From an optimization exercise on the open Yosys and OpenROAD flow, aimed at a short achievable clock period and few clock cycles; shortcuts taken in it are not production practice. At most, simulation tests tie the RTL to the original design; equivalence was not proved. Only the layout flow was run in run 1; the RTL was not checked for function there. No activity file was given, so power comes from the tool's default toggle rates.

==> flow/design.v <==
module MUX2x1(input Sel, input [31:0] A, B, output [31:0] O);
    assign O = (Sel)? B:A;
endmodule
module MUX3x1(input [1:0] Sel, input [31:0] A, B, C, output [31:0] O);
    assign O = (Sel[1])? C:(Sel[0]? B:A);
endmodule
module ALU(out_sig, zero, a, b, alu_ct);
  output reg [31:0]out_sig;
  output zero;
  input [31:0]a;
  input [31:0]b;
  input [3:0]alu_ct;
  assign zero = (out_sig==0);
  always @ ( alu_ct, a, b) begin
	case ( alu_ct)
	0: out_sig <= a & b;  
	1: out_sig <= a | b;   
	2: out_sig <= a + b;  
	6: out_sig <= a - b;  
	default: out_sig <= 0;  
	endcase
   end
endmodule
module alu_control( ALUCtl, ALUOp, FuncCode);
   input [1:0] ALUOp;
   input [3:0] FuncCode;
   output reg [3:0]ALUCtl;
   always @ (ALUOp, FuncCode) begin
   if (ALUOp==2'b00)  
     ALUCtl <= 2;  
   else if(ALUOp==2'b01) 
       ALUCtl <= 6;  
   else if (ALUOp==2'b10)
      begin
      case(FuncCode)              
	   0: ALUCtl <= 2;  
	   8: ALUCtl <= 6;  
	   7: ALUCtl <= 0;  
	   6: ALUCtl <= 1;  
	   default: ALUCtl <=15;  
       endcase
      end
   else ALUCtl <=15;
   end
endmodule
module IMM_GEN(sign_ex_imm, inst);
   input [31:0]inst;
   output reg [31:0]sign_ex_imm;
   wire [6:0]opcode;
   assign opcode = inst[6:0]; 
   always @ (inst)
   begin
   case (opcode)
	7'd03: sign_ex_imm <= { {20{inst[31]}}, inst[31:20]}; 
	7'd35: sign_ex_imm  <= { {20{inst[31]}}, inst[31:25], inst[11:7]};  
	7'd99: sign_ex_imm  <= { {19{inst[31]}}, inst[31], inst[7],
                                    inst[30:25], inst[11:8], 1'b0}; 
	default: sign_ex_imm <= 32'b0;
   endcase
   end
endmodule
module REGISTER_FILE( input [3:0] Read_Reg1,
                      input [3:0] Read_Reg2,
                      input [3:0] Write_Reg,
                      input [31:0] Write_Data,
                      input Reset,
                      input Clk,
                      input RegWrite,
                      output [31:0] Read_Data1,
                      output [31:0] Read_Data2
                     );
reg [31:0] R [15:1];
integer ind;
assign Read_Data1 = (Read_Reg1 == 4'd0) ? 32'b0 : R[Read_Reg1];
assign Read_Data2 = (Read_Reg2 == 4'd0) ? 32'b0 : R[Read_Reg2];
always @(posedge Clk)
begin
    if (Reset == 1)
    begin
        for (ind = 1; ind < 16; ind = ind + 1)
            if (ind != 14)
                R[ind] <= 32'b0;
            else
                R[ind] <= 32'h1000;
    end
    else if (RegWrite == 1 && Write_Reg != 4'd0)
        R[Write_Reg] <= Write_Data;
end
endmodule
module CONTROL(input [6:0] Opcode, input clk, rst, 
    output reg [1:0] PCSource, ALUOp, ALUSrcB, ALUSrcA,
    output reg PCWriteCond, PCWrite, IorD, MemRead, MemWrite,
        Mem2Reg, IRWrite, RegWrite);
    integer Step;
    always@(posedge clk)
    if(rst) begin 
        {PCSource, ALUOp, ALUSrcB,PCWriteCond, PCWrite, IorD, 
            MemRead, MemWrite, Mem2Reg, IRWrite, ALUSrcA, RegWrite} <= 0;
        Step <= 1;
    end
    else begin
        if (Step == 1)
	    begin
                PCSource <= 0;
                ALUOp <= 0;
                ALUSrcA <= 0;
                ALUSrcB <= 1;
                PCWriteCond <= 0;
                PCWrite <= 1;
                IorD <= 0;
                MemRead <= 1;
                MemWrite <= 0;
                Mem2Reg <= 0;
                IRWrite <= 1;
                RegWrite <= 0;
            end
        else if (Step == 2)
	    begin
                ALUSrcA <= 2;
                ALUSrcB <= 2;
                PCWrite <= 0;
                MemRead <= 0;
                IRWrite <= 0;
            end
        else if (Step == 3)
	    casex(Opcode[6:4])
                3'b0?0: begin
                    ALUSrcA <= 1;
                    ALUSrcB <= 2;
                    ALUOp <= 0;
                end
                3'b011: begin
                    ALUSrcA <= 1;
                    ALUSrcB <= 0;
                    ALUOp <= 2;
                end
                3'b110: begin
                    PCSource <= 1;
                    PCWriteCond <= 1;
                    ALUSrcA <= 1;
                    ALUSrcB <= 0;
                    ALUOp <= 1;
                end
            endcase
        else if (Step == 4)
	    begin
            PCWriteCond <= 0;
	    casex(Opcode[6:4])
                3'b000: begin
                    MemRead <= 1;
                    IorD <= 1;
                end
                3'b010: begin
                    MemWrite <= 1;
                    IorD <= 1;
                end
                3'b011: begin
                    RegWrite <= 1;
                    Mem2Reg <= 0;
                end
            endcase
            end
        else if (Step == 5)
	    begin
            MemWrite <= 0;
            RegWrite <= 0;
	    if(Opcode[6:4] == 3'b000) begin
                RegWrite <= 1;
                Mem2Reg <= 1;
            end
            end
        if (Step == 5) Step <= 1;
        else Step <= Step + 1;
    end
endmodule
module CONNECTED
    (
    input clk, rst,
    input [31:0] mem_rdata,
    output [31:0] mem_addr, mem_wdata,
    output mem_we, mem_re
    );
    reg [11:0] aout;           
    reg        re_q, we_q;
    reg [31:0] wd_q;
    reg        mcyc;           
    reg        mload;          
    reg [3:0]  mrd;            
    assign mem_addr  = {18'b0, aout, 2'b00};
    assign mem_re    = re_q;
    assign mem_we    = we_q;
    assign mem_wdata = wd_q;
    reg [11:0] fa;             
    reg [31:0] ir;
    reg [11:0] pcD;
    reg        vD;
    wire [6:0] opD  = ir[6:0];
    wire [3:0] rs1D = ir[18:15];
    wire [3:0] rs2D = ir[23:20];
    wire [3:0] rdD  = ir[10:7];
    wire isR_D  = (opD[6:4] == 3'b011);
    wire isLW_D = (opD[6:4] == 3'b000);
    wire isSW_D = (opD[6:4] == 3'b010);
    wire isBQ_D = (opD[6:4] == 3'b110);
    wire [11:0] immI = ir[31:20];
    wire [11:0] immS = {ir[31:25], ir[11:7]};
    wire [11:0] offB = {ir[31], ir[31], ir[7], ir[30:25], ir[11:9]};
    wire predT_D = isBQ_D & ((ir[19:15] == ir[24:20]) | ir[31]);
    wire [11:0] tgtD = pcD + offB;
    wire [11:0] seqD = pcD + 12'd1;
    wire [31:0] rf_a, rf_b;
    reg  [31:0] W;
    reg  [3:0]  rdW;
    reg         wW;
    REGISTER_FILE register_file(.Read_Reg1(rs1D), .Read_Reg2(rs2D), .Write_Reg(rdW),
        .Write_Data(W), .Reset(rst), .Clk(clk), .RegWrite(wW),
        .Read_Data1(rf_a), .Read_Data2(rf_b));
    wire [31:0] opA_D = (wW && rdW == rs1D && rs1D != 4'd0) ? W : rf_a;
    wire [31:0] opB_D = (wW && rdW == rs2D && rs2D != 4'd0) ? W : rf_b;
    reg        vE;
    reg        isR_E, isLW_E, isSW_E, isBQ_E;
    reg        predE;
    reg [11:0] altE;           
    reg [3:0]  rdE;
    reg        wrE;            
    reg [1:0]  aluE;           
    reg [11:0] immE;
    reg [31:0] A, B;
    reg        fwdA, fwdB;
    wire [31:0] Ae = fwdA ? W : A;
    wire [31:0] Be = fwdB ? W : B;
    reg [31:0] resE;
    always @* begin
        case (aluE)
            2'd0: resE = Ae + Be;
            2'd1: resE = Ae - Be;
            2'd2: resE = Ae & Be;
            default: resE = Ae | Be;
        endcase
    end
    wire [13:0] daddr = Ae[13:0] + {{2{immE[11]}}, immE};
    wire eq      = (Ae == Be);
    wire mispE   = vE & isBQ_E & (eq != predE);
    wire memE    = vE & (isLW_E | isSW_E);
    wire predT_eff = vD & predT_D & ~mispE;
    wire [11:0] fa_next = mispE ? altE : (predT_eff ? tgtD : fa + 12'd1);
    always @(posedge clk) begin
        if (rst) begin
            aout <= 12'd0;
            re_q <= 1'b1;
            we_q <= 1'b0;
            mcyc <= 1'b0;
            mload <= 1'b0;
            fa <= 12'd0;
            vD <= 1'b0;
            vE <= 1'b0;
            wW <= 1'b0;
        end else if (mcyc) begin
            mcyc <= 1'b0;
            re_q <= 1'b1;
            we_q <= 1'b0;
            aout <= fa;
            wW <= mload;
        end else begin
            fa   <= fa_next;
            mcyc <= memE;
            mload <= vE & isLW_E;
            re_q <= ~(vE & isSW_E);
            we_q <= vE & isSW_E;
            aout <= memE ? daddr[13:2] : fa_next;
            vD <= ~(mispE | predT_eff);
            vE <= vD & ~mispE;
            wW <= vE & isR_E & wrE;
        end
    end
    always @(posedge clk) begin
        if (!mcyc) begin
            ir  <= mem_rdata;
            pcD <= fa;
            isR_E  <= isR_D;
            isLW_E <= isLW_D;
            isSW_E <= isSW_D;
            isBQ_E <= isBQ_D;
            predE  <= predT_D;
            altE   <= predT_D ? seqD : tgtD;
            rdE    <= rdD;
            wrE    <= (isR_D | isLW_D) & (rdD != 4'd0);
            aluE   <= isBQ_D ? 2'd1 :
                      ~isR_D ? 2'd0 :
                      (ir[14:12] == 3'b111) ? 2'd2 :
                      (ir[14:12] == 3'b110) ? 2'd3 :
                      ir[30] ? 2'd1 : 2'd0;
            immE   <= isSW_D ? immS : immI;
            A      <= opA_D;
            B      <= opB_D;
            fwdA   <= vE & wrE & (rdE == rs1D);
            fwdB   <= vE & wrE & (rdE == rs2D);
            mrd    <= rdE;
            wd_q   <= Be;
            W      <= resE;
            rdW    <= rdE;
        end else begin
            W      <= mem_rdata;
            rdW    <= mrd;
        end
    end
endmodule
==> flow/run.sh <==
#!/bin/bash
# synth_recipe.tcl (not shown) runs the flow's synth.tcl, then flattens the netlist and writes it again
# the make line also repeats each setting of config.mk as NAME=value (left out here)
make -C /OpenROAD-flow-scripts/flow DESIGN_CONFIG=/design/flow/config.mk WORK_HOME=/design/flow/orfs CLKGATE_MAP_FILE= SYNTH_SCRIPT=/design/flow/synth_recipe.tcl finish
==> flow/config.mk <==
export PLATFORM = sky130hd
export DESIGN_NAME = CONNECTED
export DESIGN_NICKNAME = CONNECTED
export VERILOG_FILES = /design/flow/design.v
export SDC_FILE = /design/flow/constraint.sdc
export NUM_CORES = 4
export LEC_CHECK = 0
export ABC_CLOCK_PERIOD_IN_PS = 2500
export CAP_MARGIN = 20
export CORE_MARGIN = 2
export CORE_UTILIZATION = 40
export PLACE_DENSITY = 0.6
export SETUP_SLACK_MARGIN = 5
export SLEW_MARGIN = 20
==> flow/constraint.sdc <==
create_clock -name core_clock -period 8.0 [get_ports {clk}]
set_input_delay 1.6000 -clock core_clock [delete_from_list [all_inputs] [get_ports {clk}]]
set_output_delay 1.6000 -clock core_clock [all_outputs]
set_load 0.01 [all_outputs]
==> impl_metrics.py, run 1 <==
metrics = {
    "run_status": {
        "status": "finished clean",
    },
    "sta": {
        "period_share_pct": 46.3,
        "fin_crit_ps": 3700,
        "hold_violations": 0,
        "rsz0062_at_grt": "yes",
        "clock-skew-final_ps": 26.2,
        "timing.fmax_ghz": 0.270,
        "fin_setup_tns_ps": 0,
        "finalSetupViolations": 0,
        "worst_pin_slew_ps": 1140,
        "final_max_slew_viol_count": 0,
        "maxSlewHeadroom_pct": 24.0,
    },
    "setup_path": {
        "cp_max_fo": 13,
        "slowest_delay_ps": 580,
        "cp_cell_sequence": "buf_6, buf_16, mux2i_4, ha_4, or3_4, or4_4, nor4_4, xor2_1, and3_4, buf_12, nor3_2, nor2_1, o32ai_2, o2bb2ai_1",
        "arrival_ps": 4290,
        "critPathKind": "flop to flop",
        "critPathBufInv": 3,
        "slowest_stage": "or4_4",
        "crit_path_end_kind": "flop",
        "critPathLaunchType": "flop",
        "crit_required_ps": 8580,
        "worst_path_dominant_cell_family": "simple AND/OR/NAND/NOR gates",
    },
    "floorplan": {
        "io-pin-count": 100,
        "fp.dieArea_um2": 110000,
        "start_util_pct": 40.2,
        "num_rows": 120,
        "fp.coreArea_um2": 107000,
        "die_w_um": 332,
        "die_y_um": 332,
    },
    "cells_and_area": {
        "n_fill_cell": 9219,
        "final_cell_mix": "edfxtp_1 (690), and2_1 (481), mux4_2 (257)",
        "synthToLayoutAreaGrowth_pct": 20.0,
        "layout_commonest_cell": "edfxtp_1",
        "nets": 3659,
        "design_area_um2": 51600,
        "multi_input_area_um2": 21600,
        "regArea_um2": 22200,
        "drive_gt1_share_pct": 26.4,
    },
    "min_path": {
        "hold_class": "flop to flop",
    },
    "placement": {
        "dp_hpwl_um": 79700,
        "postPlaceCellArea_um2": 45100,
        "finalWeightedCongestion": 0.959,
        "port_buffers": 79,
    },
    "detailed_routing": {
        "drt_wl_total_um": 139000,
        "ant_nets": 0,
        "dr.pass1.iters": 5,
        "drc_errors": 0,
        "wire_per_inst_um": 28.0,
        "drt_iter0_markers": 2861,
        "vias": 29400,
        "routed_via_density": 5.91,
    },
    "synth": {
        "synth.area.top_cells": "edfxtp_1 (48%), mux4_2 (13%), and2_1 (7.0%)",
        "yosysSeqAreaShare_pct": 51.5,
        "synth_top_area_share_pct": 48.2,
        "synth_edf_count": 690,
        "async_flop_share_pct": 0,
        "synthCells": 3380,
        "ys_warn_count": 2,
        "ys_dominant_reg_cell": "edfxtp_1",
        "avgSynthCellArea_um2": 12.7,
        "netlist_area_um2": 43000,
        "ys_seq_elements": 761,
        "synth.distinct_cells": 89,
        "synth_area_leader_cell": "edfxtp_1",
    },
    "cts": {
        "cts.sinks": 761,
        "path_clk_slew_ps": 60,
        "clock_latency_ps": 660,
        "h-tree-depth": 3,
        "cts_tree": "done",
        "tritoncts.num_buffers": 88,
        "root_buffer": "clkbuf_16",
        "clk_path_buf_depth": 3,
        "cts-hold-fix-buffers": 0,
    },
    "global_routing": {
        "grt.overflow.total": 0,
        "grt_max_degree": 133,
        "busiest_layer": "met2",
        "grt_pass1_wl_um": 200000,
        "antenna_found_initial": 4,
        "grt_use_total_pct": 24.6,
        "grt_util_met1_pct": 32.2,
        "grt_pass1_vias": 29100,
        "gr-usage-met3_pct": 4.52,
        "use_met2_pct": 40.3,
    },
    "power": {
        "p_per_area_nw_per_um2": 250,
        "p_leak_nw": 19.2,
        "vdd_drop_max_mv": 0.170,
    },
    "run": {
        "drv_cap": 0,
    },
}
==> layout make-up <==
cell class                      instances  area share [%]
Sequential cell                       761            43.0
Multi-Input combinational cell       2259            41.7
Timing Repair Buffer                  265            5.25
Clock buffer                          113            4.63
Tap cell                             1403            3.40
Clock inverter                         50            1.04
Inverter                              119           0.911
Antenna cell                            3          0.0145
==> final timing paths <==
path	from	to	slack [ps]	depth (start not counted)
worst max-delay path	fwdA	aout[2]	4300	14
worst min-delay path	mload	mload	480	2
worst max register to register	fwdA	aout[2]	4300	14
worst min register to register	mload	mload	480	2
==> timing repair <==
item                                    CTS  global route
gates cloned                             19             6
pin swaps                               100            96
endpoints found under the setup margin  758           371
buffers inserted                         84            58
gates resized for setup                 405           136
hold endpoints to repair                  0             0
==> through the flow <==
stage	utilization (%)	std cells	hold WS [ps]	power [mW]	setup WS [ps]
3_3_place_gp	42.1	4640	462	7.96	3230
6_report	48.3	4973	478	12.9	4300
4_1_cts	47.2	4906	483	12.6	4300
3_5_place_dp	42.1	4640	474	7.97	3170
5_1_grt	48.3	4971	513	13.4	4240
2_1_floorplan	-	3431	406	6.99	4630
==> power breakdown <==
part / switching (mW) / internal [mW] / leakage, nW / total [mW]
Sequential: 0.810 / 4.77 / 7.80 / 5.58
Combinational: 1.74 / 1.47 / 9.95 / 3.21
Clock: 1.71 / 2.41 / 1.43 / 4.13
Total: 4.26 / 8.65 / 19.2 / 12.9
==> state kept, by name (all words and copies together), names as in the netlist, 2 cells and up, named ones only <==
| signal | cells |
|---|---|
| rdE | 4 |
| wd_q | 32 |
| rdW | 4 |
| pcD | 12 |
| fa | 12 |
| W | 32 |
| register_file.R | 512 |
| aout | 12 |
| aluE | 2 |
| A | 32 |
| immE | 12 |
| B | 32 |
| ir | 28 |
| altE | 12 |
==> metal layers <==
layer / routed length [µm] / up-vias
met4: 6450 / 4
met2: 65900 / 1361
met1: 55700 / 14800
met3: 11100 / 337
li1: - / 12800
met5: 27 / -
==> Yosys cell counts, drive strengths merged (71+ instances only) <==
cell	instances
edfxtp	690
a21oi	173
buf	82
nor2	134
ha	128
mux2i	142
a211oi	83
clkbuf	228
nor2b	76
and2	481
mux4	257
o21ai	102
inv	118
nand2	115
dfxtp	71
==> kinds of logic (layout without fill, tap and decap cells) <==
logic type,Yosys count,in the layout,synth area share [%]
AND/OR/NAND/NOR,974,991,12.6
flip-flops,761,761,51.5
AO/OA/AOI/OAI,592,593,9.15
buffers and inverters,429,547,4.13
multiplexers,415,415,17.2
adder cells (fa/ha/maj),131,131,3.86
XOR/XNOR,77,77,1.60
other,1,55,0.00872
==> worst min-delay path, cell delays in order (launching register included) <==
cell and delay [ps]:
dfxtp_1 290, nand2_1 70, a21oi_1 60
==> run 2: changes to the inputs <==
--- a/flow/design.v
+++ b/flow/design.v
@@ -4,22 +4,8 @@
 module MUX3x1(input [1:0] Sel, input [31:0] A, B, C, output [31:0] O);
     assign O = (Sel[1])? C:(Sel[0]? B:A);
 endmodule
-module ALU(out_sig, zero, a, b, alu_ct);
-  output reg [31:0]out_sig;
-  output zero;
-  input [31:0]a;
-  input [31:0]b;
-  input [3:0]alu_ct;
-  assign zero = (out_sig==0);
-  always @ ( alu_ct, a, b) begin
-	case ( alu_ct)
-	0: out_sig <= a & b;  
-	1: out_sig <= a | b;   
-	2: out_sig <= a + b;  
-	6: out_sig <= a - b;  
-	default: out_sig <= 0;  
-	endcase
-   end
+module ADD32(input [31:0] a, input [31:0] b, input cin, output [31:0] s);
+    assign s = a + b + cin;
 endmodule
 module alu_control( ALUCtl, ALUOp, FuncCode);
    input [1:0] ALUOp;
@@ -180,6 +166,8 @@
     output [31:0] mem_addr, mem_wdata,
     output mem_we, mem_re
     );
+    reg rst_rf;
+    always @(posedge clk) rst_rf <= rst;
     reg [11:0] aout;           
     reg        re_q, we_q;
     reg [31:0] wd_q;
@@ -204,16 +192,21 @@
     wire isBQ_D = (opD[6:4] == 3'b110);
     wire [11:0] immI = ir[31:20];
     wire [11:0] immS = {ir[31:25], ir[11:7]};
+    wire [11:0] immD = isSW_D ? immS : immI;
     wire [11:0] offB = {ir[31], ir[31], ir[7], ir[30:25], ir[11:9]};
     wire predT_D = isBQ_D & ((ir[19:15] == ir[24:20]) | ir[31]);
     wire [11:0] tgtD = pcD + offB;
     wire [11:0] seqD = pcD + 12'd1;
+    wire andD = isR_D & (ir[14:12] == 3'b111);
+    wire orD  = isR_D & (ir[14:12] == 3'b110);
+    wire logD = andD | orD;
+    wire subD = isR_D & ~logD & ir[30];
     wire [31:0] rf_a, rf_b;
-    reg  [31:0] W;
+    reg  [31:0] W, Wn;         
     reg  [3:0]  rdW;
     reg         wW;
     REGISTER_FILE register_file(.Read_Reg1(rs1D), .Read_Reg2(rs2D), .Write_Reg(rdW),
-        .Write_Data(W), .Reset(rst), .Clk(clk), .RegWrite(wW),
+        .Write_Data(W), .Reset(rst_rf), .Clk(clk), .RegWrite(wW),
         .Read_Data1(rf_a), .Read_Data2(rf_b));
     wire [31:0] opA_D = (wW && rdW == rs1D && rs1D != 4'd0) ? W : rf_a;
     wire [31:0] opB_D = (wW && rdW == rs2D && rs2D != 4'd0) ? W : rf_b;
@@ -223,27 +216,38 @@
     reg [11:0] altE;           
     reg [3:0]  rdE;
     reg        wrE;            
-    reg [1:0]  aluE;           
+    reg        subE, orE;
     reg [11:0] immE;
-    reg [31:0] A, B;
-    reg        fwdA, fwdB;
+    reg [31:0] A, B, Bs;       
+    reg        fwdA, fwdB;     
+    reg        selAB, selWB, selAW, selAWn, selWW, selLOG;
     wire [31:0] Ae = fwdA ? W : A;
     wire [31:0] Be = fwdB ? W : B;
-    reg [31:0] resE;
-    always @* begin
-        case (aluE)
-            2'd0: resE = Ae + Be;
-            2'd1: resE = Ae - Be;
-            2'd2: resE = Ae & Be;
-            default: resE = Ae | Be;
-        endcase
-    end
-    wire [13:0] daddr = Ae[13:0] + {{2{immE[11]}}, immE};
-    wire eq      = (Ae == Be);
+    wire [31:0] sAB, sWB, sAW, sAWn;
+    ADD32 addAB (.a(A), .b(Bs), .cin(subE), .s(sAB));
+    ADD32 addWB (.a(W), .b(Bs), .cin(subE), .s(sWB));
+    ADD32 addAW (.a(A), .b(W),  .cin(1'b0), .s(sAW));
+    ADD32 addAWn(.a(A), .b(Wn), .cin(1'b1), .s(sAWn));
+    wire [31:0] sWW  = {W[30:0], 1'b0};
+    wire [31:0] logE = orE ? (Ae | Be) : (Ae & Be);
+    wire [31:0] resE = ({32{selAB}}  & sAB)  | ({32{selWB}} & sWB) |
+                       ({32{selAW}}  & sAW)  | ({32{selAWn}} & sAWn) |
+                       ({32{selWW}}  & sWW)  | ({32{selLOG}} & logE);
+    wire [13:0] dA = A[13:0] + {{2{immE[11]}}, immE};
+    wire [13:0] dW = W[13:0] + {{2{immE[11]}}, immE};
+    wire [11:0] daddr = fwdA ? dW[13:2] : dA[13:2];
+    wire eqAB = (A == B);
+    wire eqWB = (W == B);
+    wire eqAW = (A == W);
+    wire eq   = fwdA ? (fwdB | eqWB) : (fwdB ? eqAW : eqAB);
     wire mispE   = vE & isBQ_E & (eq != predE);
     wire memE    = vE & (isLW_E | isSW_E);
     wire predT_eff = vD & predT_D & ~mispE;
-    wire [11:0] fa_next = mispE ? altE : (predT_eff ? tgtD : fa + 12'd1);
+    wire [11:0] fa_seq  = predT_eff ? tgtD : fa + 12'd1;
+    wire [11:0] fa_next = mispE ? altE : fa_seq;
+    wire [11:0] aout_next = mispE ? altE : (memE ? daddr : fa_seq);
+    wire fA_D = vE & wrE & (rdE == rs1D);
+    wire fB_D = vE & wrE & (rdE == rs2D);
     always @(posedge clk) begin
         if (rst) begin
             aout <= 12'd0;
@@ -267,7 +271,7 @@
             mload <= vE & isLW_E;
             re_q <= ~(vE & isSW_E);
             we_q <= vE & isSW_E;
-            aout <= memE ? daddr[13:2] : fa_next;
+            aout <= aout_next;
             vD <= ~(mispE | predT_eff);
             vE <= vD & ~mispE;
             wW <= vE & isR_E & wrE;
@@ -285,22 +289,28 @@
             altE   <= predT_D ? seqD : tgtD;
             rdE    <= rdD;
             wrE    <= (isR_D | isLW_D) & (rdD != 4'd0);
-            aluE   <= isBQ_D ? 2'd1 :
-                      ~isR_D ? 2'd0 :
-                      (ir[14:12] == 3'b111) ? 2'd2 :
-                      (ir[14:12] == 3'b110) ? 2'd3 :
-                      ir[30] ? 2'd1 : 2'd0;
-            immE   <= isSW_D ? immS : immI;
+            subE   <= subD;
+            orE    <= orD;
+            immE   <= immD;
             A      <= opA_D;
             B      <= opB_D;
-            fwdA   <= vE & wrE & (rdE == rs1D);
-            fwdB   <= vE & wrE & (rdE == rs2D);
+            Bs     <= opB_D ^ {32{subD}};
+            fwdA   <= fA_D;
+            fwdB   <= fB_D;
+            selAB  <= ~logD & ~fA_D & ~fB_D;
+            selWB  <= ~logD &  fA_D & ~fB_D;
+            selAW  <= ~logD & ~subD & ~fA_D & fB_D;
+            selAWn <=  subD & ~fA_D & fB_D;
+            selWW  <= ~logD & ~subD &  fA_D & fB_D;
+            selLOG <=  logD;
             mrd    <= rdE;
             wd_q   <= Be;
             W      <= resE;
+            Wn     <= ~resE;
             rdW    <= rdE;
         end else begin
             W      <= mem_rdata;
+            Wn     <= ~mem_rdata;
             rdW    <= mrd;
         end
     end
==> run 2 against run 1 <==
Still clean. Sequential share of layout area fell by 1.0 points. Count of clock-buffer cells in the layout grew 9. Global-route usage up 2.5 points. Largest power group is now combinational cells.
==> impl_metrics.py, run 2 <==
metrics = {
    "global_routing": {
        "grt_use_total_pct": 27.0,
        "grt_max_degree": 133,
        "grt.overflow.total": 0,
        "grt_pass1_vias": 34400,
        "antenna_found_initial": 9,
        "grt_pass1_wl_um": 245000,
    },
    "cells_and_area": {
        "layout_commonest_cell": "edfxtp_1",
        "drive_gt1_share_pct": 23.2,
        "largest_register_ffs": 512,
        "nets": 4292,
        "largest-register": "register_file.R",
        "final_core_util_pct": 47.0,
        "design_area_um2": 57200,
        "synthToLayoutAreaGrowth_pct": 16.8,
        "final_cell_mix": "edfxtp_1 (728), and2_1 (489), mux4_2 (256)",
        "n_fill_cell": 10900,
    },
    "setup_path": {
        "critPathLaunchType": "flop",
        "critPathKind": "flop to flop",
        "slowest_delay_ps": 450,
        "slowest_stage": "edfxtp_1",
        "crit_path_frequent_cell": "a21oi_2",
        "crit_path_end_kind": "flop",
        "arrival_ps": 4370,
        "crit_required_ps": 8600,
        "r2r_cells": 12,
        "reg2reg_to": "Wn[30]",
        "r2r_slack_ps": 4220,
        "r2r-start": "Bs[0]",
        "cp_max_fo": 3,
        "cp_cell_sequence": "fa_2, fa_2, a21oi_2, nand4b_1, a21oi_2, a311o_1, a41o_4, a221o_1, a221oi_2, xnor2_2, a21oi_2, a32o_1",
    },
    "cts": {
        "clock_latency_ps": 710,
        "cts-hold-fix-buffers": 0,
        "h-tree-depth": 3,
        "tritoncts.num_buffers": 93,
        "clk_path_buf_depth": 3,
        "cts_tree": "done",
        "path_clk_slew_ps": 60,
        "cts.sinks": 832,
        "root_buffer": "clkbuf_16",
    },
    "placement": {
        "postPlaceCellArea_um2": 51500,
        "finalWeightedCongestion": 0.986,
        "port_buffers": 79,
        "dp_hpwl_um": 109000,
    },
    "detailed_routing": {
        "drt_iter0_markers": 4362,
        "drc_errors": 0,
        "ant_nets": 0,
        "vias": 35700,
        "wire_per_inst_um": 30.1,
        "routed_via_density": 6.15,
        "drt_wl_total_um": 175000,
        "dr.pass1.iters": 8,
    },
    "synth": {
        "ys_warn_count": 2,
        "ys_dominant_reg_cell": "edfxtp_1",
        "synth_most_common_cell": "edfxtp_1",
        "synth_edf_count": 728,
        "async_flop_share_pct": 0,
        "yosysSeqAreaShare_pct": 48.9,
        "synth_top_area_share_pct": 44.6,
        "synth.area.top_cells": "edfxtp_1 (45%), mux4_2 (12%), and2_1 (6.3%)",
        "synth_common_cells": "edfxtp_1 (728), and2_1 (490), clkbuf_1 (256), mux4_2 (256), a21oi_1 (239)",
        "synth_area_leader_cell": "edfxtp_1",
        "synthCells": 3985,
        "synth.distinct_cells": 91,
        "ys_seq_elements": 832,
        "netlist_area_um2": 49000,
        "avgSynthCellArea_um2": 12.3,
    },
    "floorplan": {
        "fp.coreArea_um2": 122000,
        "fp.dieArea_um2": 125000,
        "io-pin-count": 100,
        "start_util_pct": 40.3,
        "die_w_um": 354,
        "num_rows": 128,
        "die_y_um": 354,
    },
    "sta": {
        "worst_pin_slew_ps": 1210,
        "finalSetupViolations": 0,
        "clock-skew-final_ps": 39.2,
        "timing.fmax_ghz": 0.265,
        "hold_violations": 0,
        "fin_crit_ps": 3780,
        "fin_setup_tns_ps": 0,
        "maxSlewHeadroom_pct": 19.1,
        "rsz0062_at_grt": "yes",
        "period_share_pct": 47.2,
        "final_max_slew_viol_count": 0,
    },
    "power": {
        "p_leak_nw": 21.5,
        "total_power_mw": 16.7,
        "p_per_area_nw_per_um2": 292,
        "vdd_drop_max_mv": 0.165,
    },
    "min_path": {
        "hold-path-endpoint": "wW",
        "worstHoldStart": "mload",
        "hold_class": "flop to flop",
        "min_path_cells": 2,
    },
    "run_status": {
        "status": "finished clean",
    },
    "run": {
        "drv_cap": 0,
    },
}
[run 2: cell count changes in the layout (fill, tap and decap cells not counted), sizes merged, moves of 23 or more]
cell / before / now
xnor2: 51 / 176
edfxtp: 690 / 728
a21o: 15 / 60
a21oi: 174 / 242
mux2i: 142 / 82
o21ai: 102 / 126
xor2: 25 / 73
dfxtp: 71 / 104
inv: 119 / 83
buf: 186 / 240
mux2: 16 / 72
dlygate4sd2: 37 / 14
nand2: 115 / 168
[run 2: through the flow]
stage | cells | hold WS [ps] | setup WS (ps)
after CTS | 5769 | 478 | 4200
after detailed placement | 5500 | 470 | 3490
final | 5812 | 482 | 4220
after global routing | 5809 | 493 | 4160
after global placement | 5499 | 463 | 3570
after floorplan | 4036 | 431 | 4720
[run 2: power breakdown]
| part | leakage, nW | switching, mW | internal [mW] |
|---|---|---|---|
| clock | 1.49 | 1.90 | 2.47 |
| combinational | 11.5 | 3.57 | 2.69 |
| sequential | 8.49 | 0.803 | 5.30 |
| total | 21.5 | 6.28 | 10.5 |
[run 2: worst max-delay path by stage]
stage,startpoint,end,slack [ps],cells past startpoint
final,Bs[0],Wn[30],4220,12
after global routing,Bs[0],Wn[30],4160,12
after CTS,A[0],Wn[30],4200,12
after detailed placement,fwdB,aout[9],3490,11
after global placement,fwdB,aout[10],3570,12
after floorplan,subE,W[28],4720,12
[run 2: worst max-delay path: cells and delay by family, from the launching register on]
family | cells | cell delay (ps)
flip-flops | 1 | 450
adder cells (fa/ha/maj) | 2 | 840
AND/OR/NAND/NOR | 1 | 180
AO/OA/AOI/OAI | 8 | 2040
XOR/XNOR | 1 | 180
[run 2: what timing repair did]
action | in CTS | in global routing
setup buffers | 87 | 40
gates cloned | 7 | 0
endpoints found under the setup margin | 500 | 391
pin swaps | 53 | 99
gates resized for setup | 367 | 136
[run 2: final cells by class]
| class | instances | area [µm²] | share of cell area (%) |
|---|---|---|---|
| Antenna cell | 3 | 7.51 | 0.0131 |
| Clock buffer | 122 | 2570 | 4.49 |
| Clock inverter | 53 | 483 | 0.844 |
| Inverter | 78 | 300 | 0.525 |
| Multi-Input combinational cell | 2808 | 25000 | 43.8 |
| Sequential cell | 832 | 24000 | 42.0 |
| Tap cell | 1625 | 2030 | 3.55 |
| Timing Repair Buffer | 291 | 2740 | 4.79 |
[run 2: kinds of logic (layout without fill, tap and decap cells)]
group / Yosys count / in the layout / synth area share [%]
multiplexers: 410 / 410 / 15.2
flip-flops: 832 / 832 / 48.9
buffers and inverters: 398 / 544 / 3.32
AND/OR/NAND/NOR: 1103 / 1105 / 12.4
adder cells (fa/ha/maj): 175 / 175 / 4.47
AO/OA/AOI/OAI: 816 / 816 / 11.3
XOR/XNOR: 250 / 250 / 4.50
other: 1 / 55 / 0.00765
[run 2: per-layer routing]
metal	vias to the layer above	track usage [%]	part of all wire [%]
li1	15300	-	-
met1	18200	36.9	40
met5	-	0	0
met3	382	4.61	9.4
met2	1907	42.8	46
met4	0	11.0	4.4
Testbench counts of run 2, summed over its fixed seeds: cycles 93,178.

==> port drivers added, routing unchanged <==
The flow's constraints put no driver on any port. The routed layouts listed below were extracted and timed again, unchanged, in two steps. Step 1, drivers: a clkbuf_16 drives clk and a buf_2 each remaining input, both assumed. Step 2 adds t to the input delays and takes it off the output delays; t is the mean of the earliest and latest rising clock arrival at the registers after step 1. Input paths then give back, and output paths get back, about the clock's delay inside the block. a / b / c = ideal ports / drivers / drivers and shift; a / b = the first two.
| run | t (ns) | slack for setup (ns) | worst hold slack (ns) | cell pins on the clock port's net |
|---|---|---|---|---|
| run 1 | 0.723 | 4.297 / 4.297 / 3.634 | 0.478 / 0.478 / 0.478 | 1 |
| run 2 | 0.768 | 4.222 / 4.222 / 4.075 | 0.482 / 0.482 / 0.482 | 1 |
After both steps every run listed still meets setup and hold. For run 1, which loses most, drivers alone change the setup slack by 0.000 ns; drivers and shift together by -0.663 ns.
